Context: an optimization exercise on an open-source flow, tuned for small area and a short achievable clock period. The choices shown serve that exercise and are no tape-out recipe. Function was not checked in any run shown here: the RTL went through the layout flow alone. No activity file was given, so power comes from the tool's default toggle rates.

==> flow/design.v <==
module fp_normalizer (
  input  [24:0] mantissa_temp,
  input  [7:0]  exp1,
  output [23:0] coarse_mantissa,
  output        fine_shift,
  output [7:0]  normalized_exp
);
  reg [4:0] zero_count;
  integer i;
  always @(*) begin
    zero_count = 5'd0;
    for (i = 0; i < 25; i = i + 1)
      if (mantissa_temp[i]) zero_count = 5'd24 - i;
  end
  wire [24:0] shifted = mantissa_temp << {zero_count[4:1], 1'b0};
  assign coarse_mantissa = shifted[23:0];
  assign fine_shift = zero_count[0];
  assign normalized_exp = exp1 - {3'b0, zero_count};
endmodule
module fp_add8(input [7:0] a, input [7:0] b, input cin, output [7:0] s, output cout);
  wire [8:0] g0, p0;
  assign g0[0] = cin; assign p0[0] = 1'b0;
  assign g0[8:1] = a & b; assign p0[8:1] = a ^ b;
  wire g_0 = g0[1] | (p0[1] & g0[0]);
  wire p_0 = p0[1] & p0[0];
  wire g_1 = g0[3] | (p0[3] & g0[2]);
  wire p_1 = p0[3] & p0[2];
  wire g_2 = g0[5] | (p0[5] & g0[4]);
  wire p_2 = p0[5] & p0[4];
  wire g_3 = g0[7] | (p0[7] & g0[6]);
  wire p_3 = p0[7] & p0[6];
  wire g_4 = g_1 | (p_1 & g_0);
  wire p_4 = p_1 & p_0;
  wire g_5 = g_3 | (p_3 & g_2);
  wire p_5 = p_3 & p_2;
  wire g_6 = g_5 | (p_5 & g_4);
  wire p_6 = p_5 & p_4;
  wire g_7 = g_2 | (p_2 & g_4);
  wire p_7 = p_2 & p_4;
  wire g_8 = g0[2] | (p0[2] & g_0);
  wire p_8 = p0[2] & p_0;
  wire g_9 = g0[4] | (p0[4] & g_4);
  wire p_9 = p0[4] & p_4;
  wire g_10 = g0[6] | (p0[6] & g_7);
  wire p_10 = p0[6] & p_7;
  wire g_11 = g0[8] | (p0[8] & g_6);
  wire p_11 = p0[8] & p_6;
  assign s[0] = p0[1] ^ g0[0];
  assign s[1] = p0[2] ^ g_0;
  assign s[2] = p0[3] ^ g_8;
  assign s[3] = p0[4] ^ g_4;
  assign s[4] = p0[5] ^ g_9;
  assign s[5] = p0[6] ^ g_7;
  assign s[6] = p0[7] ^ g_10;
  assign s[7] = p0[8] ^ g_6;
  assign cout = g_11;
endmodule
module fp_cmp23(input [22:0] a, input [22:0] b, output ge, output eq);
  wire [22:0] g0 = a & ~b;
  wire [22:0] p0 = ~(a ^ b);
  wire g_0 = g0[1] | (p0[1] & g0[0]);
  wire p_0 = p0[1] & p0[0];
  wire g_1 = g0[3] | (p0[3] & g0[2]);
  wire p_1 = p0[3] & p0[2];
  wire g_2 = g0[5] | (p0[5] & g0[4]);
  wire p_2 = p0[5] & p0[4];
  wire g_3 = g0[7] | (p0[7] & g0[6]);
  wire p_3 = p0[7] & p0[6];
  wire g_4 = g0[9] | (p0[9] & g0[8]);
  wire p_4 = p0[9] & p0[8];
  wire g_5 = g0[11] | (p0[11] & g0[10]);
  wire p_5 = p0[11] & p0[10];
  wire g_6 = g0[13] | (p0[13] & g0[12]);
  wire p_6 = p0[13] & p0[12];
  wire g_7 = g0[15] | (p0[15] & g0[14]);
  wire p_7 = p0[15] & p0[14];
  wire g_8 = g0[17] | (p0[17] & g0[16]);
  wire p_8 = p0[17] & p0[16];
  wire g_9 = g0[19] | (p0[19] & g0[18]);
  wire p_9 = p0[19] & p0[18];
  wire g_10 = g0[21] | (p0[21] & g0[20]);
  wire p_10 = p0[21] & p0[20];
  wire g_11 = g_1 | (p_1 & g_0);
  wire p_11 = p_1 & p_0;
  wire g_12 = g_3 | (p_3 & g_2);
  wire p_12 = p_3 & p_2;
  wire g_13 = g_5 | (p_5 & g_4);
  wire p_13 = p_5 & p_4;
  wire g_14 = g_7 | (p_7 & g_6);
  wire p_14 = p_7 & p_6;
  wire g_15 = g_9 | (p_9 & g_8);
  wire p_15 = p_9 & p_8;
  wire g_16 = g0[22] | (p0[22] & g_10);
  wire p_16 = p0[22] & p_10;
  wire g_17 = g_12 | (p_12 & g_11);
  wire p_17 = p_12 & p_11;
  wire g_18 = g_14 | (p_14 & g_13);
  wire p_18 = p_14 & p_13;
  wire g_19 = g_16 | (p_16 & g_15);
  wire p_19 = p_16 & p_15;
  wire g_20 = g_18 | (p_18 & g_17);
  wire p_20 = p_18 & p_17;
  wire g_21 = g_19 | (p_19 & g_20);
  wire p_21 = p_19 & p_20;
  assign ge = g_21 | p_21;
  assign eq = p_21;
endmodule
module fp_add25(input [24:0] a, input [24:0] b, input cin, output [24:0] s, output cout);
  wire [25:0] g0, p0;
  assign g0[0] = cin; assign p0[0] = 1'b0;
  assign g0[25:1] = a & b; assign p0[25:1] = a ^ b;
  wire g_0 = g0[1] | (p0[1] & g0[0]);
  wire p_0 = p0[1] & p0[0];
  wire g_1 = g0[3] | (p0[3] & g0[2]);
  wire p_1 = p0[3] & p0[2];
  wire g_2 = g0[5] | (p0[5] & g0[4]);
  wire p_2 = p0[5] & p0[4];
  wire g_3 = g0[7] | (p0[7] & g0[6]);
  wire p_3 = p0[7] & p0[6];
  wire g_4 = g0[9] | (p0[9] & g0[8]);
  wire p_4 = p0[9] & p0[8];
  wire g_5 = g0[11] | (p0[11] & g0[10]);
  wire p_5 = p0[11] & p0[10];
  wire g_6 = g0[13] | (p0[13] & g0[12]);
  wire p_6 = p0[13] & p0[12];
  wire g_7 = g0[15] | (p0[15] & g0[14]);
  wire p_7 = p0[15] & p0[14];
  wire g_8 = g0[17] | (p0[17] & g0[16]);
  wire p_8 = p0[17] & p0[16];
  wire g_9 = g0[19] | (p0[19] & g0[18]);
  wire p_9 = p0[19] & p0[18];
  wire g_10 = g0[21] | (p0[21] & g0[20]);
  wire p_10 = p0[21] & p0[20];
  wire g_11 = g0[23] | (p0[23] & g0[22]);
  wire p_11 = p0[23] & p0[22];
  wire g_12 = g0[25] | (p0[25] & g0[24]);
  wire p_12 = p0[25] & p0[24];
  wire g_13 = g_1 | (p_1 & g_0);
  wire p_13 = p_1 & p_0;
  wire g_14 = g_3 | (p_3 & g_2);
  wire p_14 = p_3 & p_2;
  wire g_15 = g_5 | (p_5 & g_4);
  wire p_15 = p_5 & p_4;
  wire g_16 = g_7 | (p_7 & g_6);
  wire p_16 = p_7 & p_6;
  wire g_17 = g_9 | (p_9 & g_8);
  wire p_17 = p_9 & p_8;
  wire g_18 = g_11 | (p_11 & g_10);
  wire p_18 = p_11 & p_10;
  wire g_19 = g_14 | (p_14 & g_13);
  wire p_19 = p_14 & p_13;
  wire g_20 = g_16 | (p_16 & g_15);
  wire p_20 = p_16 & p_15;
  wire g_21 = g_18 | (p_18 & g_17);
  wire p_21 = p_18 & p_17;
  wire g_22 = g_20 | (p_20 & g_19);
  wire p_22 = p_20 & p_19;
  wire g_23 = g_21 | (p_21 & g_22);
  wire p_23 = p_21 & p_22;
  wire g_24 = g_15 | (p_15 & g_19);
  wire p_24 = p_15 & p_19;
  wire g_25 = g_17 | (p_17 & g_22);
  wire p_25 = p_17 & p_22;
  wire g_26 = g_2 | (p_2 & g_13);
  wire p_26 = p_2 & p_13;
  wire g_27 = g_4 | (p_4 & g_19);
  wire p_27 = p_4 & p_19;
  wire g_28 = g_6 | (p_6 & g_24);
  wire p_28 = p_6 & p_24;
  wire g_29 = g_8 | (p_8 & g_22);
  wire p_29 = p_8 & p_22;
  wire g_30 = g_10 | (p_10 & g_25);
  wire p_30 = p_10 & p_25;
  wire g_31 = g_12 | (p_12 & g_23);
  wire p_31 = p_12 & p_23;
  wire g_32 = g0[2] | (p0[2] & g_0);
  wire p_32 = p0[2] & p_0;
  wire g_33 = g0[4] | (p0[4] & g_13);
  wire p_33 = p0[4] & p_13;
  wire g_34 = g0[6] | (p0[6] & g_26);
  wire p_34 = p0[6] & p_26;
  wire g_35 = g0[8] | (p0[8] & g_19);
  wire p_35 = p0[8] & p_19;
  wire g_36 = g0[10] | (p0[10] & g_27);
  wire p_36 = p0[10] & p_27;
  wire g_37 = g0[12] | (p0[12] & g_24);
  wire p_37 = p0[12] & p_24;
  wire g_38 = g0[14] | (p0[14] & g_28);
  wire p_38 = p0[14] & p_28;
  wire g_39 = g0[16] | (p0[16] & g_22);
  wire p_39 = p0[16] & p_22;
  wire g_40 = g0[18] | (p0[18] & g_29);
  wire p_40 = p0[18] & p_29;
  wire g_41 = g0[20] | (p0[20] & g_25);
  wire p_41 = p0[20] & p_25;
  wire g_42 = g0[22] | (p0[22] & g_30);
  wire p_42 = p0[22] & p_30;
  wire g_43 = g0[24] | (p0[24] & g_23);
  wire p_43 = p0[24] & p_23;
  assign s[0] = p0[1] ^ g0[0];
  assign s[1] = p0[2] ^ g_0;
  assign s[2] = p0[3] ^ g_32;
  assign s[3] = p0[4] ^ g_13;
  assign s[4] = p0[5] ^ g_33;
  assign s[5] = p0[6] ^ g_26;
  assign s[6] = p0[7] ^ g_34;
  assign s[7] = p0[8] ^ g_19;
  assign s[8] = p0[9] ^ g_35;
  assign s[9] = p0[10] ^ g_27;
  assign s[10] = p0[11] ^ g_36;
  assign s[11] = p0[12] ^ g_24;
  assign s[12] = p0[13] ^ g_37;
  assign s[13] = p0[14] ^ g_28;
  assign s[14] = p0[15] ^ g_38;
  assign s[15] = p0[16] ^ g_22;
  assign s[16] = p0[17] ^ g_39;
  assign s[17] = p0[18] ^ g_29;
  assign s[18] = p0[19] ^ g_40;
  assign s[19] = p0[20] ^ g_25;
  assign s[20] = p0[21] ^ g_41;
  assign s[21] = p0[22] ^ g_30;
  assign s[22] = p0[23] ^ g_42;
  assign s[23] = p0[24] ^ g_23;
  assign s[24] = p0[25] ^ g_43;
  assign cout = g_31;
endmodule
module fpadd_pipelined (input clk,
                        input reset,
                        input [31:0] reg_A,
                        input [31:0] reg_B,
                        output [31:0] out);
  localparam FINE = 3;
  wire [7:0] ea = reg_A[30:23];
  wire [7:0] eb = reg_B[30:23];
  wire [7:0] dab, dba;
  wire cab, cba;
  fp_add8 sub_ab(.a(ea), .b(~eb), .cin(1'b1), .s(dab), .cout(cab));
  fp_add8 sub_ba(.a(eb), .b(~ea), .cin(1'b1), .s(dba), .cout(cba));
  wire exp_eq = cab & cba;
  wire frac_ge, frac_eq;
  fp_cmp23 cmp_f(.a(reg_A[22:0]), .b(reg_B[22:0]), .ge(frac_ge), .eq(frac_eq));
  wire a_ge_b = exp_eq ? frac_ge : cab;
  wire [7:0] d = cab ? dab : dba;
  wire [4:0] s = d[4:0] | {5{|d[7:5]}};
  wire [22:0] fmn = a_ge_b ? reg_B[22:0] : reg_A[22:0];
  wire [23:0] m0 = {1'b1, fmn} >> {s[4:FINE], {FINE{1'b0}}};
  reg        s0_sign, s0_sub, s0_valid;
  reg [7:0]  s0_exp;
  reg [22:0] s0_fmx;
  reg [23:0] s0_m;
  reg [FINE-1:0] s0_shift;
  always @(posedge clk or posedge reset)
    if (reset) s0_valid <= 1'b0;
    else       s0_valid <= 1'b1;
  always @(posedge clk) begin
    s0_sign  <= a_ge_b ? reg_A[31] : reg_B[31];
    s0_sub   <= reg_A[31] ^ reg_B[31];
    s0_exp   <= a_ge_b ? ea : eb;
    s0_fmx   <= a_ge_b ? reg_A[22:0] : reg_B[22:0];
    s0_m     <= m0;
    s0_shift <= s[FINE-1:0];
  end
  wire [23:0] m = s0_m >> s0_shift;
  wire [24:0] t;
  wire t_cout;
  fp_add25 add_t(.a({2'b01, s0_fmx}), .b({s0_sub, m ^ {24{s0_sub}}}), .cin(s0_sub),
                 .s(t), .cout(t_cout));
  reg        s1_sign, s1_valid, s1_ezero;
  reg [7:0]  s1_exp1;
  reg [24:0] s1_t;
  always @(posedge clk or posedge reset)
    if (reset) s1_valid <= 1'b0;
    else       s1_valid <= s0_valid;
  always @(posedge clk) begin
    s1_sign  <= s0_sign;
    s1_exp1  <= s0_exp + 8'd1;
    s1_ezero <= ~|s0_exp;
    s1_t     <= t;
  end
  wire [23:0] coarse;
  wire        fine;
  wire [7:0]  nexp;
  fp_normalizer fp_normalizer(.mantissa_temp(s1_t),
                              .exp1(s1_exp1),
                              .coarse_mantissa(coarse),
                              .fine_shift(fine),
                              .normalized_exp(nexp));
  wire low_zero = ~|s1_t[23:0];
  wire res_zero = low_zero & (~s1_t[24] | (~s1_sign & s1_ezero));
  wire se_zero  = ~s1_valid | res_zero;
  reg        r2_sign, r2_fine;
  reg [7:0]  r2_exp;
  reg [23:0] r2_man;
  always @(posedge clk or posedge reset)
    if (reset) begin
      r2_sign <= 1'b0;
      r2_exp  <= 8'b0;
      r2_man  <= 24'b0;
      r2_fine <= 1'b0;
    end else begin
      r2_sign <= se_zero ? 1'b0 : s1_sign;
      r2_exp  <= se_zero ? 8'b0 : nexp;
      r2_man  <= s1_valid ? coarse : 24'b0;
      r2_fine <= fine;
    end
  wire [22:0] frac = r2_fine ? r2_man[22:0] : r2_man[23:1];
  assign out = {r2_sign, r2_exp, frac};
endmodule
==> flow/flow/run.sh <==
#!/bin/bash
# Standard layout (standard.sh) with the smallest buffer on the ports and
# no CTS dummy loads.
bash standard.sh \
  "BUFFER_PORTS_ARGS=-buffer_cell sky130_fd_sc_hd__buf_1" \
  "CTS_ARGS=-sink_clustering_enable -repair_clock_nets -dont_use_dummy_load -buf_list sky130_fd_sc_hd__clkbuf_4 -sink_clustering_size 10 -sink_clustering_max_diameter 40" \
  finish > standard.log 2>&1
==> flow/standard.sh <==
#!/bin/bash
# synth_recipe.tcl (not shown) runs the flow's synth.tcl, then flattens the netlist and writes it again
# the make line also repeats each setting of config.mk as NAME=value (left out here)
make -C /OpenROAD-flow-scripts/flow DESIGN_CONFIG=/design/flow/config.mk WORK_HOME=/design/flow/orfs CLKGATE_MAP_FILE= SYNTH_SCRIPT=/design/flow/synth_recipe.tcl "${@:-finish}"
==> flow/config.mk <==
export PLATFORM = sky130hd
export DESIGN_NAME = fpadd_pipelined
export DESIGN_NICKNAME = fpadd_pipelined
export VERILOG_FILES = /design/flow/design.v
export SDC_FILE = /design/flow/constraint.sdc
export NUM_CORES = 4
export LEC_CHECK = 0
export ABC_AREA = 1
export CAP_MARGIN = 20
export CORE_MARGIN = 2
export CORE_UTILIZATION = 40
export SETUP_SLACK_MARGIN = 3.0
export SLEW_MARGIN = 20
==> flow/constraint.sdc <==
create_clock -name core_clock -period 6.5 [get_ports {clk}]
set_input_delay 1.3000 -clock core_clock [delete_from_list [all_inputs] [get_ports {clk}]]
set_output_delay 1.3000 -clock core_clock [all_outputs]
set_load 0.01 [all_outputs]
==> flow_summary.ini, run 1 <==
[power]
peakVddDrop_mv = 0.1119
p_leak_nw = 4.897
power_per_cell_area_nw_per_um2 = 335.0

[place]
port_buffers = 97
dp_hpwl_mm = 17.94
dpl.cell_count = 1577
place.gp.congestion = 0.8971

[worst_setup_path]
crit_path_top_delay_cell = fa_2
cp_slowest_stage_delay_ns = 0.44
path_buf_inv = 3
path_cells = buf_1, inv_1, ha_2, nand2_1, nor2_2, a2111oi_4, fa_2, nor2_2, nand4_1, nand2_8, buf_4, nand2_1, o21ai_1, o22ai_1, nand2_1, o21ai_1
crit_type = in -> reg
crit_required_ns = 6.95
crit_fanout = 6
crit_top_cell = nand2_1
critPathLaunchType = input pin
critPathArrivalTime_ns = 3.86
critPathCaptureType = flop
critPathTopFamily = simple AND/OR/NAND/NOR gates

[cts]
root_buffer = clkbuf_4
cts_made_buffers = 17
path_clk_slew_ns = 0.12
cts_hold_buf = 0
htreeDepth = 4
cts.sinks = 131
cts_tree = built
clk_latency_ns = 0.55
cts.path.max_buffers = 2

[finish]
nNetsFinal = 1494
fillers = 2277
most-common-layout-cells = nand2_1 (290), inv_1 (156), buf_1 (93)
area_delta_synth_final_pct = 13.75
layout_commonest_cell = nand2_1
drive_gt1_share_pct = 10.23
final_cells = 1620

[timing]
min_period_ns = 3.413
slew_viol_final = 0
final.period_utilization_pct = 52.50
maxSlewHeadroom_pct = 49.43
worst_slew_pin_slew_ns = 0.7541
rsz0062_at_grt = yes
fmax_mhz = 293.0
finalSetupTns_ns = 0
clock_skew_ns = 0.04730
hold_viol_final = 0
finalSetupViolCount = 0

[routing]
drtIter0Drc = 452
drc_errors = 0
first_pass_iters = 5
wl_mm = 23.07
ant_nets = 0
wire_per_inst_um = 14.24
vias = 8258
vias_per_cell = 5.098

[logic_synthesis]
ys_ff_latch = 131
yosysWarnings = 2
syn_area_sq_um = 8875
yosysUniqueCellTypes = 51
synth.avg_cell_area_sq_um = 7.151
synth_edf_count = 0
synthCells = 1241
synth_fp_nets = 1394
synth-seq-area-share_pct = 31.58
ys_dominant_reg_cell = dfxtp_1
async_flop_share_pct = 27.48

[grt]
overflow = 0
grt_pass1_wl_mm = 36.76
grt_busiest_layer = met2
antenna_found_initial = 1
grt_pass1_vias = 7539
met2_usage_pct = 33.23
use_met3_pct = 3.005
grt_max_degree = 46
grtUsageMet1_pct = 24.87
track_usage_pct = 19.32

[flow_run]
drv_cap = 0

[floorplanning]
die_area_sq_um = 23390
die_width_um = 153.0
rows = 54
die_y_um = 153.0
num_io_pins = 98
start_util_pct = 40.67
core_sq_um = 21820

[hold_path]
hold_path.class = reg -> reg

[run_status]
status = complete, no violations
[cell type report]
class	count	area, sq um	area share [%]
Inverter	176	694.4	6.879
Sequential cell	131	2824	27.97
Timing Repair Buffer	123	613.1	6.073
Antenna cell	1	2.502	0.02479
Multi-Input combinational cell	889	5463	54.11
Tap cell	280	350.3	3.470
Timing Repair inverter	3	20.02	0.1983
Clock buffer	17	127.6	1.264
[worst paths after layout]
kind                             startpoint         end  slack, ns  cells after the start
worst max-delay path              reg_A[29]     s0_m[4]       3.09                     16
worst min-delay path                s0_sign     s1_sign       0.35                      0
min in group asynchronous             reset   r2_man[1]       0.79                      3
worst min register to register      s0_sign     s1_sign       0.35                      0
max in group asynchronous             reset  r2_man[23]       5.37                      3
worst max register to register  s0_shift[0]    s1_t[22]       3.19                     23
[cell usage after synthesis (11+ instances only)]
| cell type | n | share of area [%] |
|---|---|---|
| nand3_1 | 91 | 5.1 |
| clkbuf_1 | 23 | 0.97 |
| dfxtp_1 | 95 | 21 |
| nand4_1 | 11 | 0.78 |
| dfrtp_1 | 36 | 10 |
| inv_1 | 168 | 7.1 |
| buf_2 | 18 | 1.0 |
| o21ai_0 | 114 | 6.4 |
| a21oi_1 | 60 | 3.4 |
| xor2_1 | 38 | 3.8 |
| nand2_1 | 295 | 12 |
| ha_1 | 67 | 9.4 |
| nor3_1 | 12 | 0.68 |
| o22ai_1 | 14 | 0.99 |
| nor2_1 | 85 | 3.6 |
| fa_1 | 20 | 4.5 |
[registers in the layout, summed over array words and instances (netlist names), 3 cells and up]
| name | cells |
|---|---|
| r2_exp | 8 |
| r2_man | 24 |
| s0_exp | 8 |
| s0_fmx | 23 |
| s0_m | 24 |
| s0_shift | 3 |
| s1_exp1 | 8 |
| s1_t | 25 |
[stage by stage]
| step | hold slack (ns) | setup slack [ns] | area, sq um | utilization (%) | total power [mW] |
|---|---|---|---|---|---|
| 6_report | 0.3454 | 3.087 | 10090 | 46.26 | 3.382 |
| 5_1_grt | 0.3472 | 2.945 | 10090 | 46.26 | 3.714 |
| 4_1_cts | 0.3465 | 3.003 | 9788 | 44.85 | 3.326 |
| 3_5_place_dp | 0.3172 | 1.856 | 9490 | 43.49 | 2.925 |
| 3_3_place_gp | 0.3180 | 1.947 | 9490 | 43.49 | 2.910 |
| 2_1_floorplan | 0.3096 | 2.935 | 8974 | - | 2.487 |
[cell families (layout without fill, tap and decap cells)]
family	Yosys count	after routing	synth area share, %
AO/OA/AOI/OAI	227	227	14.08
flip-flops	131	131	31.58
multiplexers	6	6	0.6908
other	1	2	0.04225
buffers and inverters	223	319	10.07
adder cells (fa/ha/maj)	87	87	13.96
AND/OR/NAND/NOR	518	520	24.84
XOR/XNOR	48	48	4.737
[layer usage]
metal  vias to the layer above  wire [um]
met1                      3763      10170
li1                       4205          -
met3                        33       1080
met4                         0        446
met2                       257      11380
met5                         -          0
[timing repair]
item,CTS,global route
endpoints found under the hold margin,0,0
gates resized for setup,22,63
cloned,5,1
pin swaps,4,8
setup buffers,8,11
setup endpoints to repair,62,43
[report_power, final]
part           total (mW)  internal [mW]  switching, mW
Sequential           1.24           1.04          0.200
Combinational        1.77          0.664           1.11
Clock               0.374          0.119          0.255
Total                3.38           1.82           1.56
==> inputs of run 2 (changes only) <==
--- a/flow/design.v
+++ b/flow/design.v
@@ -23,41 +23,59 @@
   assign g0[8:1] = a & b; assign p0[8:1] = a ^ b;
   wire g_0 = g0[1] | (p0[1] & g0[0]);
   wire p_0 = p0[1] & p0[0];
-  wire g_1 = g0[3] | (p0[3] & g0[2]);
-  wire p_1 = p0[3] & p0[2];
-  wire g_2 = g0[5] | (p0[5] & g0[4]);
-  wire p_2 = p0[5] & p0[4];
-  wire g_3 = g0[7] | (p0[7] & g0[6]);
-  wire p_3 = p0[7] & p0[6];
-  wire g_4 = g_1 | (p_1 & g_0);
-  wire p_4 = p_1 & p_0;
-  wire g_5 = g_3 | (p_3 & g_2);
-  wire p_5 = p_3 & p_2;
-  wire g_6 = g_5 | (p_5 & g_4);
-  wire p_6 = p_5 & p_4;
-  wire g_7 = g_2 | (p_2 & g_4);
-  wire p_7 = p_2 & p_4;
-  wire g_8 = g0[2] | (p0[2] & g_0);
-  wire p_8 = p0[2] & p_0;
-  wire g_9 = g0[4] | (p0[4] & g_4);
-  wire p_9 = p0[4] & p_4;
-  wire g_10 = g0[6] | (p0[6] & g_7);
-  wire p_10 = p0[6] & p_7;
-  wire g_11 = g0[8] | (p0[8] & g_6);
-  wire p_11 = p0[8] & p_6;
+  wire g_1 = g0[2] | (p0[2] & g0[1]);
+  wire p_1 = p0[2] & p0[1];
+  wire g_2 = g0[3] | (p0[3] & g0[2]);
+  wire p_2 = p0[3] & p0[2];
+  wire g_3 = g0[4] | (p0[4] & g0[3]);
+  wire p_3 = p0[4] & p0[3];
+  wire g_4 = g0[5] | (p0[5] & g0[4]);
+  wire p_4 = p0[5] & p0[4];
+  wire g_5 = g0[6] | (p0[6] & g0[5]);
+  wire p_5 = p0[6] & p0[5];
+  wire g_6 = g0[7] | (p0[7] & g0[6]);
+  wire p_6 = p0[7] & p0[6];
+  wire g_7 = g0[8] | (p0[8] & g0[7]);
+  wire p_7 = p0[8] & p0[7];
+  wire g_8 = g_1 | (p_1 & g0[0]);
+  wire p_8 = p_1 & p0[0];
+  wire g_9 = g_2 | (p_2 & g_0);
+  wire p_9 = p_2 & p_0;
+  wire g_10 = g_3 | (p_3 & g_1);
+  wire p_10 = p_3 & p_1;
+  wire g_11 = g_4 | (p_4 & g_2);
+  wire p_11 = p_4 & p_2;
+  wire g_12 = g_5 | (p_5 & g_3);
+  wire p_12 = p_5 & p_3;
+  wire g_13 = g_6 | (p_6 & g_4);
+  wire p_13 = p_6 & p_4;
+  wire g_14 = g_7 | (p_7 & g_5);
+  wire p_14 = p_7 & p_5;
+  wire g_15 = g_10 | (p_10 & g0[0]);
+  wire p_15 = p_10 & p0[0];
+  wire g_16 = g_11 | (p_11 & g_0);
+  wire p_16 = p_11 & p_0;
+  wire g_17 = g_12 | (p_12 & g_8);
+  wire p_17 = p_12 & p_8;
+  wire g_18 = g_13 | (p_13 & g_9);
+  wire p_18 = p_13 & p_9;
+  wire g_19 = g_14 | (p_14 & g_10);
+  wire p_19 = p_14 & p_10;
+  wire g_20 = g_19 | (p_19 & g0[0]);
+  wire p_20 = p_19 & p0[0];
   assign s[0] = p0[1] ^ g0[0];
   assign s[1] = p0[2] ^ g_0;
   assign s[2] = p0[3] ^ g_8;
-  assign s[3] = p0[4] ^ g_4;
-  assign s[4] = p0[5] ^ g_9;
-  assign s[5] = p0[6] ^ g_7;
-  assign s[6] = p0[7] ^ g_10;
-  assign s[7] = p0[8] ^ g_6;
-  assign cout = g_11;
+  assign s[3] = p0[4] ^ g_9;
+  assign s[4] = p0[5] ^ g_15;
+  assign s[5] = p0[6] ^ g_16;
+  assign s[6] = p0[7] ^ g_17;
+  assign s[7] = p0[8] ^ g_18;
+  assign cout = g_20;
 endmodule
-module fp_cmp23(input [22:0] a, input [22:0] b, output ge, output eq);
-  wire [22:0] g0 = a & ~b;
-  wire [22:0] p0 = ~(a ^ b);
+module fp_cmp31(input [30:0] a, input [30:0] b, output ge, output ge_hi);
+  wire [30:0] g0 = a & ~b;
+  wire [30:0] p0 = a | ~b;
   wire g_0 = g0[1] | (p0[1] & g0[0]);
   wire p_0 = p0[1] & p0[0];
   wire g_1 = g0[3] | (p0[3] & g0[2]);
@@ -102,8 +120,22 @@
   wire p_20 = p_18 & p_17;
   wire g_21 = g_19 | (p_19 & g_20);
   wire p_21 = p_19 & p_20;
-  assign ge = g_21 | p_21;
-  assign eq = p_21;
+  wire g_22 = g0[24] | (p0[24] & g0[23]);
+  wire p_22 = p0[24] & p0[23];
+  wire g_23 = g0[26] | (p0[26] & g0[25]);
+  wire p_23 = p0[26] & p0[25];
+  wire g_24 = g0[28] | (p0[28] & g0[27]);
+  wire p_24 = p0[28] & p0[27];
+  wire g_25 = g0[30] | (p0[30] & g0[29]);
+  wire p_25 = p0[30] & p0[29];
+  wire g_26 = g_23 | (p_23 & g_22);
+  wire p_26 = p_23 & p_22;
+  wire g_27 = g_25 | (p_25 & g_24);
+  wire p_27 = p_25 & p_24;
+  wire g_28 = g_27 | (p_27 & g_26);
+  wire p_28 = p_27 & p_26;
+  assign ge_hi = g_28 | p_28;
+  assign ge = g_28 | (p_28 & (g_21 | p_21));
 endmodule
 module fp_add25(input [24:0] a, input [24:0] b, input cin, output [24:0] s, output cout);
   wire [25:0] g0, p0;
@@ -230,18 +262,21 @@
                         input [31:0] reg_B,
                         output [31:0] out);
   localparam FINE = 3;
+  localparam DSEL = 0;
+  localparam [7:0] EXP_ADJ = 8'd1;
   wire [7:0] ea = reg_A[30:23];
   wire [7:0] eb = reg_B[30:23];
   wire [7:0] dab, dba;
   wire cab, cba;
   fp_add8 sub_ab(.a(ea), .b(~eb), .cin(1'b1), .s(dab), .cout(cab));
   fp_add8 sub_ba(.a(eb), .b(~ea), .cin(1'b1), .s(dba), .cout(cba));
-  wire exp_eq = cab & cba;
-  wire frac_ge, frac_eq;
-  fp_cmp23 cmp_f(.a(reg_A[22:0]), .b(reg_B[22:0]), .ge(frac_ge), .eq(frac_eq));
-  wire a_ge_b = exp_eq ? frac_ge : cab;
-  wire [7:0] d = cab ? dab : dba;
-  wire [4:0] s = d[4:0] | {5{|d[7:5]}};
+  wire a_ge_b, exp_ge;
+  fp_cmp31 cmp_ab(.a(reg_A[30:0]), .b(reg_B[30:0]), .ge(a_ge_b), .ge_hi(exp_ge));
+  wire [7:0] d = exp_ge ? dab : dba;
+  wire [4:0] s = d[4:0];
+  wire big = |d[7:5];
+  wire [7:0] d_hi = exp_le ? dba : dab;
+  wire exp_le = cba;
   wire [22:0] fmn = a_ge_b ? reg_B[22:0] : reg_A[22:0];
   wire [23:0] m0 = {1'b1, fmn} >> {s[4:FINE], {FINE{1'b0}}};
   reg        s0_sign, s0_sub, s0_valid;
@@ -249,6 +284,9 @@
   reg [22:0] s0_fmx;
   reg [23:0] s0_m;
   reg [FINE-1:0] s0_shift;
+  reg        s0_big;
+  reg [FINE-1:0] s0_shift_hi;
+  reg        s0_big_hi;
   always @(posedge clk or posedge reset)
     if (reset) s0_valid <= 1'b0;
     else       s0_valid <= 1'b1;
@@ -259,8 +297,14 @@
     s0_fmx   <= a_ge_b ? reg_A[22:0] : reg_B[22:0];
     s0_m     <= m0;
     s0_shift <= s[FINE-1:0];
+    s0_big   <= big;
+    s0_shift_hi <= d_hi[FINE-1:0];
+    s0_big_hi <= |d_hi[7:5];
   end
-  wire [23:0] m = s0_m >> s0_shift;
+  wire [23:0] m_lo = s0_m >> s0_shift;
+  wire [23:0] m_hi = s0_m >> s0_shift_hi;
+  wire [23:0] m_sh = {m_hi[23:12], m_lo[11:0]};
+  wire [23:0] m = m_sh & {{12{~s0_big_hi}}, {12{~s0_big}}};
   wire [24:0] t;
   wire t_cout;
   fp_add25 add_t(.a({2'b01, s0_fmx}), .b({s0_sub, m ^ {24{s0_sub}}}), .cin(s0_sub),
@@ -273,7 +317,7 @@
     else       s1_valid <= s0_valid;
   always @(posedge clk) begin
     s1_sign  <= s0_sign;
-    s1_exp1  <= s0_exp + 8'd1;
+    s1_exp1  <= s0_exp + EXP_ADJ;
     s1_ezero <= ~|s0_exp;
     s1_t     <= t;
   end
==> flow/flow/run.sh (replaced) <==
#!/bin/bash
# Standard layout (standard.sh) with the smallest buffer on the ports and
# no CTS dummy loads.
bash standard.sh \
  "BUFFER_PORTS_ARGS=-buffer_cell sky130_fd_sc_hd__buf_1" \
  "CTS_ARGS=-sink_clustering_enable -repair_clock_nets -dont_use_dummy_load -buf_list {sky130_fd_sc_hd__clkbuf_4 sky130_fd_sc_hd__clkbuf_8}" \
  finish > standard.log 2>&1
--- a/flow/config.mk
+++ b/flow/config.mk
@@ -11,3 +11,4 @@
 export CORE_UTILIZATION = 40
 export SETUP_SLACK_MARGIN = 3.0
 export SLEW_MARGIN = 20
+export TNS_END_PERCENT = 10
==> flow_summary.ini, run 2 <==
[run_status]
status = complete, no violations

[finish]
regMostFlops = s1_t
final_cells = 1681
drive_gt1_share_pct = 6.948
layout_commonest_cell = nand2_1
nNetsFinal = 1523
largest_reg_flops = 25
area_delta_synth_final_pct = 10.36
utilization_pct = 44.75
top_regs = s1_t x25, r2_man x24, s0_m x24
num_antenna_cells = 0
most-common-layout-cells = nand2_1 (323), inv_1 (185), buf_1 (97)

[worst_setup_path]
crit_required_ns = 6.81
crit_type = in -> reg
crit_fanout = 11
reg2reg_from = s0_shift[0]
critPathCaptureType = flop
crit_start = reg_B[23]
critPathLaunchType = input pin
critPathArrivalTime_ns = 3.66

[routing]
vias_per_cell = 4.984
dr_wl_met2_mm = 10.81
ant_nets = 0
drc_errors = 0
drtIter0Drc = 432
top_layer = met4
vias = 8378
wl_met1_mm = 10.42
wl_mm = 22.71
wl_met3_um = 919
wire_per_inst_um = 13.51
first_pass_iters = 5

[logic_synthesis]
ys_ff_latch = 135
yosysMostFrequentCell = nand2_1
async_flop_share_pct = 26.67
synth_fp_nets = 1440
synth_edf_count = 0
synth_top_area_share_pct = 21.65
synthCells = 1315
syn_area_sq_um = 9153
synth_area_leaders = dfxtp_1 (22%), nand2_1 (13%), dfrtp_1 (9.8%)
synth-seq-area-share_pct = 31.50
synth_top_cell_by_area = dfxtp_1
ys_top_cells_by_count = nand2_1 (325), inv_1 (186), o21ai_0 (101), dfxtp_1 (99), nand3_1 (95)
ys_dominant_reg_cell = dfxtp_1
yosysUniqueCellTypes = 57
synth.avg_cell_area_sq_um = 6.960
yosysWarnings = 2

[floorplanning]
die_width_um = 155.3
core_sq_um = 22570
die_area_sq_um = 24110
rows = 55
die_y_um = 155.3
start_util_pct = 40.55
num_io_pins = 98

[power]
power_per_cell_area_nw_per_um2 = 394.1
seqPwrFrac_pct = 34.0
peakVddDrop_mv = 0.1335
intPower_mw = 2.122
p_switching_mw = 1.859
switching_share_pct = 46.70
power_frac_comb_pct = 53.6
p_leak_nw = 4.993
clkPwrFrac_pct = 12.4

[timing]
finalSetupViolCount = 0
maxSlewHeadroom_pct = 39.86
rsz0062_at_grt = yes
slew_viol_final = 0
final.period_utilization_pct = 51.54
worst_slew_pin_slew_ns = 0.8924
finalSetupTns_ns = 0
hold_viol_final = 0
hold_ws_ns = 0.3247
min_period_ns = 3.350
finalWorstSetupSlack_ns = 3.150
clock_skew_ns = 0.03294
fmax_mhz = 298.5

[place]
place.gp.congestion = 0.9379
pre_cts_slack_ns = 2.325
dpl.cell_count = 1650
port_buffers = 97
dp_hpwl_mm = 18.01

[cts]
cts_tree = built
cts.sinks = 135
cts_made_buffers = 17
path_clk_slew_ns = 0.07
clk_latency_ns = 0.45
cts.path.max_buffers = 2
htreeDepth = 4
root_buffer = clkbuf_8

[grt]
grt_pass1_wl_mm = 36.39
grt_max_degree = 61
antenna_found_initial = 0
grt_pass1_vias = 7546
track_usage_pct = 18.69
overflow = 0

[flow_run]
drv_cap = 0

[hold_path]
hold_path_startpoint = s0_sign
hold_path.class = reg -> reg
## run 2: changes by cell type in the layout (fill, tap and decap cells not counted), sizes merged, moves of 6 or more
| cell | change |
|---|---|
| nand2 | +35 |
| fa | -6 |
| nor2 | +6 |
| inv | +20 |
| buf | -8 |
| o211ai | +16 |
| ha | -22 |
## run 2: power by group through the flow
| stage | Combinational [mW] | Sequential, mW | Clock (mW) |
|---|---|---|---|
| floorplan | 1.66 | 1.25 | 0 |
| global placement | 2.04 | 1.37 | 0 |
| detailed placement | 2.05 | 1.37 | 0 |
| CTS | 2.07 | 1.35 | 0.512 |
| global route | 2.43 | 1.39 | 0.548 |
| finish | 2.13 | 1.35 | 0.493 |
## run 2: critical path: stages
cell,delay (ns)
buf_1,0.10
inv_1,0.06
ha_1,0.15
inv_1,0.05
fa_1,0.38
nor2_1,0.12
nor2_1,0.05
nor2_1,0.08
o21ai_1,0.06
o211a_1,0.20
nand2_4,0.17
o21ai_1,0.11
nand2_2,0.11
inv_2,0.06
nor2_4,0.27
nand2_1,0.09
nor2_1,0.20
a21oi_1,0.08
## run 2: cell type report
type,count,area [sq um]
well taps,285,356.6
repair buffers,111,489.2
fillers,2379,12470
multi-input cells,936,5369
repair inverters,1,7.507
inverters,196,748.2
flip-flops and latches,135,2897
clock buffers,17,234.0
## run 2: through the flow
stage / cell area (sq um) / power, mW
floorplan: 9153 / 2.913
global placement: 9637 / 3.404
detailed placement: 9637 / 3.426
CTS: 9889 / 3.933
global route: 10100 / 4.369
finish: 10100 / 3.981
## run 2: path summary, 6_finish.rpt
path                       slack, ns  cells after the start         end
max in group asynchronous       5.25                      3     r2_fine
hold / removal                  0.32                      0     s1_sign
setup reg to reg                3.20                     17    s1_t[21]
hold reg to reg                 0.32                      0     s1_sign
setup / recovery                3.15                     18     s0_m[7]
min in group asynchronous       0.91                      3  r2_man[19]
## run 2: routing by layer
metal | up-vias | global-route usage [%]
li1 | 4396 | -
met1 | 3737 | 24.43
met2 | 212 | 31.56
met3 | 33 | 2.869
met4 | 0 | 6.509
met5 | - | 0
## run 2: cells by family (layout without fill, tap and decap cells)
kind of cell / Yosys count / count (layout) / share of synthesized area [%]
other cells: 1 / 1 / 0.04097
buf+inv: 245 / 325 / 10.81
compound gates: 254 / 254 / 16.12
fa+ha+maj: 59 / 59 / 9.214
flops: 135 / 135 / 31.50
simple gates: 562 / 563 / 26.58
mux: 6 / 6 / 0.6699
xor+xnor: 53 / 53 / 5.072
## run 2: what timing repair did
item | in CTS | in global routing
gates resized for setup | 8 | 30
buffers inserted | 0 | 12
endpoints found under the setup margin | 33 | 51
pin swaps | 0 | 5
hold buffers | 0 | 0
gates cloned | 0 | 2
==> inputs of run 3 (changes only) <==
--- a/flow/design.v
+++ b/flow/design.v
@@ -167,94 +167,120 @@
   wire p_11 = p0[23] & p0[22];
   wire g_12 = g0[25] | (p0[25] & g0[24]);
   wire p_12 = p0[25] & p0[24];
-  wire g_13 = g_1 | (p_1 & g_0);
-  wire p_13 = p_1 & p_0;
-  wire g_14 = g_3 | (p_3 & g_2);
-  wire p_14 = p_3 & p_2;
-  wire g_15 = g_5 | (p_5 & g_4);
-  wire p_15 = p_5 & p_4;
-  wire g_16 = g_7 | (p_7 & g_6);
-  wire p_16 = p_7 & p_6;
-  wire g_17 = g_9 | (p_9 & g_8);
-  wire p_17 = p_9 & p_8;
-  wire g_18 = g_11 | (p_11 & g_10);
-  wire p_18 = p_11 & p_10;
-  wire g_19 = g_14 | (p_14 & g_13);
-  wire p_19 = p_14 & p_13;
-  wire g_20 = g_16 | (p_16 & g_15);
-  wire p_20 = p_16 & p_15;
-  wire g_21 = g_18 | (p_18 & g_17);
-  wire p_21 = p_18 & p_17;
-  wire g_22 = g_20 | (p_20 & g_19);
-  wire p_22 = p_20 & p_19;
-  wire g_23 = g_21 | (p_21 & g_22);
-  wire p_23 = p_21 & p_22;
-  wire g_24 = g_15 | (p_15 & g_19);
-  wire p_24 = p_15 & p_19;
-  wire g_25 = g_17 | (p_17 & g_22);
-  wire p_25 = p_17 & p_22;
-  wire g_26 = g_2 | (p_2 & g_13);
-  wire p_26 = p_2 & p_13;
-  wire g_27 = g_4 | (p_4 & g_19);
-  wire p_27 = p_4 & p_19;
-  wire g_28 = g_6 | (p_6 & g_24);
-  wire p_28 = p_6 & p_24;
-  wire g_29 = g_8 | (p_8 & g_22);
-  wire p_29 = p_8 & p_22;
-  wire g_30 = g_10 | (p_10 & g_25);
-  wire p_30 = p_10 & p_25;
-  wire g_31 = g_12 | (p_12 & g_23);
-  wire p_31 = p_12 & p_23;
-  wire g_32 = g0[2] | (p0[2] & g_0);
-  wire p_32 = p0[2] & p_0;
-  wire g_33 = g0[4] | (p0[4] & g_13);
-  wire p_33 = p0[4] & p_13;
-  wire g_34 = g0[6] | (p0[6] & g_26);
-  wire p_34 = p0[6] & p_26;
-  wire g_35 = g0[8] | (p0[8] & g_19);
-  wire p_35 = p0[8] & p_19;
-  wire g_36 = g0[10] | (p0[10] & g_27);
-  wire p_36 = p0[10] & p_27;
-  wire g_37 = g0[12] | (p0[12] & g_24);
-  wire p_37 = p0[12] & p_24;
-  wire g_38 = g0[14] | (p0[14] & g_28);
-  wire p_38 = p0[14] & p_28;
-  wire g_39 = g0[16] | (p0[16] & g_22);
-  wire p_39 = p0[16] & p_22;
-  wire g_40 = g0[18] | (p0[18] & g_29);
-  wire p_40 = p0[18] & p_29;
-  wire g_41 = g0[20] | (p0[20] & g_25);
-  wire p_41 = p0[20] & p_25;
-  wire g_42 = g0[22] | (p0[22] & g_30);
-  wire p_42 = p0[22] & p_30;
-  wire g_43 = g0[24] | (p0[24] & g_23);
-  wire p_43 = p0[24] & p_23;
+  wire g_13 = g0[2] | (p0[2] & g_0);
+  wire p_13 = p0[2] & p_0;
+  wire g_14 = g_1 | (p_1 & g_0);
+  wire p_14 = p_1 & p_0;
+  wire g_15 = g0[6] | (p0[6] & g_2);
+  wire p_15 = p0[6] & p_2;
+  wire g_16 = g_3 | (p_3 & g_2);
+  wire p_16 = p_3 & p_2;
+  wire g_17 = g0[10] | (p0[10] & g_4);
+  wire p_17 = p0[10] & p_4;
+  wire g_18 = g_5 | (p_5 & g_4);
+  wire p_18 = p_5 & p_4;
+  wire g_19 = g0[14] | (p0[14] & g_6);
+  wire p_19 = p0[14] & p_6;
+  wire g_20 = g_7 | (p_7 & g_6);
+  wire p_20 = p_7 & p_6;
+  wire g_21 = g0[18] | (p0[18] & g_8);
+  wire p_21 = p0[18] & p_8;
+  wire g_22 = g_9 | (p_9 & g_8);
+  wire p_22 = p_9 & p_8;
+  wire g_23 = g0[22] | (p0[22] & g_10);
+  wire p_23 = p0[22] & p_10;
+  wire g_24 = g_11 | (p_11 & g_10);
+  wire p_24 = p_11 & p_10;
+  wire g_25 = g0[4] | (p0[4] & g_14);
+  wire p_25 = p0[4] & p_14;
+  wire g_26 = g_2 | (p_2 & g_14);
+  wire p_26 = p_2 & p_14;
+  wire g_27 = g_15 | (p_15 & g_14);
+  wire p_27 = p_15 & p_14;
+  wire g_28 = g_16 | (p_16 & g_14);
+  wire p_28 = p_16 & p_14;
+  wire g_29 = g0[12] | (p0[12] & g_18);
+  wire p_29 = p0[12] & p_18;
+  wire g_30 = g_6 | (p_6 & g_18);
+  wire p_30 = p_6 & p_18;
+  wire g_31 = g_19 | (p_19 & g_18);
+  wire p_31 = p_19 & p_18;
+  wire g_32 = g_20 | (p_20 & g_18);
+  wire p_32 = p_20 & p_18;
+  wire g_33 = g0[20] | (p0[20] & g_22);
+  wire p_33 = p0[20] & p_22;
+  wire g_34 = g_10 | (p_10 & g_22);
+  wire p_34 = p_10 & p_22;
+  wire g_35 = g_23 | (p_23 & g_22);
+  wire p_35 = p_23 & p_22;
+  wire g_36 = g_24 | (p_24 & g_22);
+  wire p_36 = p_24 & p_22;
+  wire g_37 = g0[8] | (p0[8] & g_28);
+  wire p_37 = p0[8] & p_28;
+  wire g_38 = g_4 | (p_4 & g_28);
+  wire p_38 = p_4 & p_28;
+  wire g_39 = g_17 | (p_17 & g_28);
+  wire p_39 = p_17 & p_28;
+  wire g_40 = g_18 | (p_18 & g_28);
+  wire p_40 = p_18 & p_28;
+  wire g_41 = g_29 | (p_29 & g_28);
+  wire p_41 = p_29 & p_28;
+  wire g_42 = g_30 | (p_30 & g_28);
+  wire p_42 = p_30 & p_28;
+  wire g_43 = g_31 | (p_31 & g_28);
+  wire p_43 = p_31 & p_28;
+  wire g_44 = g_32 | (p_32 & g_28);
+  wire p_44 = p_32 & p_28;
+  wire g_45 = g0[24] | (p0[24] & g_36);
+  wire p_45 = p0[24] & p_36;
+  wire g_46 = g_12 | (p_12 & g_36);
+  wire p_46 = p_12 & p_36;
+  wire g_47 = g0[16] | (p0[16] & g_44);
+  wire p_47 = p0[16] & p_44;
+  wire g_48 = g_8 | (p_8 & g_44);
+  wire p_48 = p_8 & p_44;
+  wire g_49 = g_21 | (p_21 & g_44);
+  wire p_49 = p_21 & p_44;
+  wire g_50 = g_22 | (p_22 & g_44);
+  wire p_50 = p_22 & p_44;
+  wire g_51 = g_33 | (p_33 & g_44);
+  wire p_51 = p_33 & p_44;
+  wire g_52 = g_34 | (p_34 & g_44);
+  wire p_52 = p_34 & p_44;
+  wire g_53 = g_35 | (p_35 & g_44);
+  wire p_53 = p_35 & p_44;
+  wire g_54 = g_36 | (p_36 & g_44);
+  wire p_54 = p_36 & p_44;
+  wire g_55 = g_45 | (p_45 & g_44);
+  wire p_55 = p_45 & p_44;
+  wire g_56 = g_46 | (p_46 & g_44);
+  wire p_56 = p_46 & p_44;
   assign s[0] = p0[1] ^ g0[0];
   assign s[1] = p0[2] ^ g_0;
-  assign s[2] = p0[3] ^ g_32;
-  assign s[3] = p0[4] ^ g_13;
-  assign s[4] = p0[5] ^ g_33;
+  assign s[2] = p0[3] ^ g_13;
+  assign s[3] = p0[4] ^ g_14;
+  assign s[4] = p0[5] ^ g_25;
   assign s[5] = p0[6] ^ g_26;
-  assign s[6] = p0[7] ^ g_34;
-  assign s[7] = p0[8] ^ g_19;
-  assign s[8] = p0[9] ^ g_35;
-  assign s[9] = p0[10] ^ g_27;
-  assign s[10] = p0[11] ^ g_36;
-  assign s[11] = p0[12] ^ g_24;
-  assign s[12] = p0[13] ^ g_37;
-  assign s[13] = p0[14] ^ g_28;
-  assign s[14] = p0[15] ^ g_38;
-  assign s[15] = p0[16] ^ g_22;
-  assign s[16] = p0[17] ^ g_39;
-  assign s[17] = p0[18] ^ g_29;
-  assign s[18] = p0[19] ^ g_40;
-  assign s[19] = p0[20] ^ g_25;
-  assign s[20] = p0[21] ^ g_41;
-  assign s[21] = p0[22] ^ g_30;
-  assign s[22] = p0[23] ^ g_42;
-  assign s[23] = p0[24] ^ g_23;
-  assign s[24] = p0[25] ^ g_43;
-  assign cout = g_31;
+  assign s[6] = p0[7] ^ g_27;
+  assign s[7] = p0[8] ^ g_28;
+  assign s[8] = p0[9] ^ g_37;
+  assign s[9] = p0[10] ^ g_38;
+  assign s[10] = p0[11] ^ g_39;
+  assign s[11] = p0[12] ^ g_40;
+  assign s[12] = p0[13] ^ g_41;
+  assign s[13] = p0[14] ^ g_42;
+  assign s[14] = p0[15] ^ g_43;
+  assign s[15] = p0[16] ^ g_44;
+  assign s[16] = p0[17] ^ g_47;
+  assign s[17] = p0[18] ^ g_48;
+  assign s[18] = p0[19] ^ g_49;
+  assign s[19] = p0[20] ^ g_50;
+  assign s[20] = p0[21] ^ g_51;
+  assign s[21] = p0[22] ^ g_52;
+  assign s[22] = p0[23] ^ g_53;
+  assign s[23] = p0[24] ^ g_54;
+  assign s[24] = p0[25] ^ g_55;
+  assign cout = g_56;
 endmodule
 module fpadd_pipelined (input clk,
                         input reset,
==> flow_summary.ini, run 3 <==
[worst_setup_path]
crit_type = in -> reg
crit_fanout = 8
critPathLaunchType = input pin
critPathTopFamily = simple AND/OR/NAND/NOR gates
critPathCaptureType = flop
crit_path_top_delay_cell = fa_1
crit_top_cell = nand2_2
path_cells = buf_1, inv_1, fa_1, o31ai_2, a21oi_4, nand2_2, clkinv_2, nand2_1, nand2_2, nor2_4, inv_2, o22ai_1
cp_slowest_stage_delay_ns = 0.48
reg2regPathDepth = 11
path_buf_inv = 4
path_depth = 12
critPathArrivalTime_ns = 3.75
crit_required_ns = 6.86
ff2ff_setup_slack_ns = 3.23

[finish]
drive_gt1_share_pct = 6.263
most-common-layout-cells = nand2_1 (346), inv_1 (161), o21ai_0 (119)
regMostFlops = s1_t
nNetsFinal = 1525
utilization_pct = 44.47
num_antenna_cells = 0
layout_commonest_cell = nand2_1
largest_reg_flops = 25
area_delta_synth_final_pct = 10.06
top_regs = s1_t x25, r2_man x24, s0_m x24

[timing]
clock_skew_ns = 0.01977
hold_ws_ns = 0.3290
hold_viol_final = 0
finalSetupTns_ns = 0
slew_viol_final = 0
finalSetupViolCount = 0
worst_slew_pin_slew_ns = 0.5807
rsz0062_at_grt = yes
finalWorstSetupSlack_ns = 3.114
fmax_mhz = 295.4
maxSlewHeadroom_pct = 61.29
min_period_ns = 3.386
final.period_utilization_pct = 52.09

[logic_synthesis]
synthCells = 1328
ys_dominant_reg_cell = dfxtp_1
yosysMostFrequentCell = nand2_1
async_flop_share_pct = 26.67
syn_area_sq_um = 9064
yosysWarnings = 2
synth_fp_nets = 1446
ys_ff_latch = 135
synth.avg_cell_area_sq_um = 6.825
synth_area_leaders = dfxtp_1 (22%), nand2_1 (14%), dfrtp_1 (9.9%)
yosysUniqueCellTypes = 56
synth_top_cell_by_area = dfxtp_1
synth-seq-area-share_pct = 31.81
synth_top_area_share_pct = 21.87
ys_top_cells_by_count = nand2_1 (346), inv_1 (161), o21ai_0 (121), nor2_1 (111), dfxtp_1 (99)
synth_edf_count = 0

[cts]
cts.path.max_buffers = 2
clk_latency_ns = 0.44
cts.sinks = 135
htreeDepth = 4
cts_tree = built
root_buffer = clkbuf_8
path_clk_slew_ns = 0.06
cts_made_buffers = 17

[place]
place.gp.congestion = 0.8643
pre_cts_slack_ns = 2.377
dp_hpwl_mm = 17.53
port_buffers = 97

[routing]
drc_errors = 0
first_pass_iters = 6
drtIter0Drc = 547
wire_per_inst_um = 13.16
vias_per_cell = 4.998
ant_nets = 0
wl_mm = 22.24
vias = 8447

[power]
intPower_mw = 2.048
clkPwrFrac_pct = 12.8
seqPwrFrac_pct = 34.4
peakVddDrop_mv = 0.1387
power_per_cell_area_nw_per_um2 = 385.7
switching_share_pct = 46.77
p_switching_mw = 1.800
p_total_mw = 3.848
p_leak_nw = 4.826
power_frac_comb_pct = 52.7

[floorplanning]
die_area_sq_um = 23880
num_io_pins = 98
die_y_um = 154.5
rows = 55
core_sq_um = 22430
start_util_pct = 40.40
die_width_um = 154.5

[grt]
track_usage_pct = 18.37
overflow = 0
grt_pass1_vias = 7430
antenna_found_initial = 0
grt_pass1_wl_mm = 35.41
grt_max_degree = 123

[flow_run]
drv_cap = 0

[hold_path]
hold_path.class = reg -> reg
whs_path_depth = 0

[run_status]
status = complete, no violations
## run 3: changes by cell type after synthesis, sizes merged, moves of 6 or more
cell | before | now
nor2 | 92 | 114
inv | 193 | 172
nand3 | 99 | 81
nand2 | 340 | 356
o21ai | 124 | 139
o211ai | 19 | 31
nor3 | 8 | 16
fa | 14 | 7
nand4 | 10 | 3
xor2 | 41 | 48
xnor2 | 12 | 6
## run 3: final timing paths
path / end / startpoint
setup / recovery: s0_m[11] / reg_A[24]
hold / removal: s1_sign / s0_sign
setup reg to reg: s1_t[16] / s0_sub
hold reg to reg: s1_sign / s0_sign
max in group asynchronous: r2_fine / reset
min in group asynchronous: r2_exp[5] / reset
## run 3: worst register-to-register path, stage by stage (launching register included)
cell      delay [ns]
dfxtp_1         0.66
inv_2           0.34
xor2_1          0.25
ha_1            0.34
a21oi_1         0.21
o21ai_0         0.10
a21oi_1         0.16
inv_1           0.09
a211oi_2        0.27
nand2_4         0.14
fa_1            0.43
xor2_1          0.16
## run 3: per-layer routing
metal / up-vias / part of all wire [%] / wire (um) / global-route usage (%)
met5: - / 0 / 0 / 0
met4: 0 / 2.1 / 470 / 6.305
met3: 35 / 4.2 / 932 / 2.858
met2: 227 / 47 / 10350 / 31.34
met1: 3721 / 47 / 10480 / 23.73
li1: 4464 / - / - / -
## run 3: power by group through the flow
stage / Clock [mW] / Combinational (mW) / Sequential [mW]
6_report: 0.493 / 2.03 / 1.33
5_1_grt: 0.540 / 2.32 / 1.37
4_1_cts: 0.511 / 1.97 / 1.33
3_5_place_dp: 0 / 1.96 / 1.34
3_3_place_gp: 0 / 1.94 / 1.34
2_1_floorplan: 0 / 1.60 / 1.23
## run 3: area by class of cell
class / count / area, sq um
clock buffers: 17 / 234.0
fillers: 2364 / 12460
inverters: 175 / 663.1
multi-input cells: 973 / 5405
flip-flops and latches: 135 / 2893
well taps: 285 / 356.6
repair buffers: 105 / 424.2
## run 3: per-stage QoR
stage               cell area, sq um  instances
finish                          9976       1690
global route                    9976       1690
CTS                             9826       1684
detailed placement              9574       1667
global placement                9574       1667
floorplan                       9064       1328
## run 3: cell families after synthesis
kind of cell,share of synthesized area (%)
compound gates,17.34
flops,31.81
simple gates,27.24
fa+ha+maj,7.758
xor+xnor,5.218
mux,0.6902
other cells,0.04137
buf+inv,9.912
## run 3: timing repair
action | CTS | global route
hold buffers | 0 | 0
endpoints found under the setup margin | 43 | 29
buffers inserted | 0 | 5
pin swaps | 0 | 3
gates resized for setup | 4 | 26
cloned | 0 | 1

## afterwards: timing with drivers on the ports
No port has a modelled driver above. Below, the same layouts with a new extraction and two added sets of constraints.
Step 1: set_driving_cell puts a clkbuf_16 on clk and a buf_2 on each other input, an assumption about the parent block.
Step 2 moves the port delays by t, midway between the first and last clock arrival at a register: inputs arrive t later, outputs are due t later. That takes back most of the time a late clock gives input paths.
Slacks: no drivers / after step 1 / after step 2; pairs: no drivers / after step 1.
| run | shift t [ns] | setup WS [ns] | worst hold slack (ns) | worst register clock-pin slew, ns | worst data-port slew with drivers (ns) |
|---|---|---|---|---|---|
| run 1 | 0.570 | 3.087 / 3.104 / 2.534 | 0.345 / 0.345 / 0.345 | 0.12 / 0.12 | 0.03 |
| run 2 | 0.473 | 3.150 / 3.171 / 2.698 | 0.325 / 0.325 / 0.325 | 0.08 / 0.08 | 0.04 |
| run 3 | 0.468 | 3.114 / 3.107 / 2.639 | 0.329 / 0.329 / 0.329 | 0.07 / 0.07 | 0.04 |
After both steps every run listed still meets setup and hold. For run 1, which loses most, drivers alone change the setup slack by +0.017 ns; drivers and shift together by -0.553 ns.
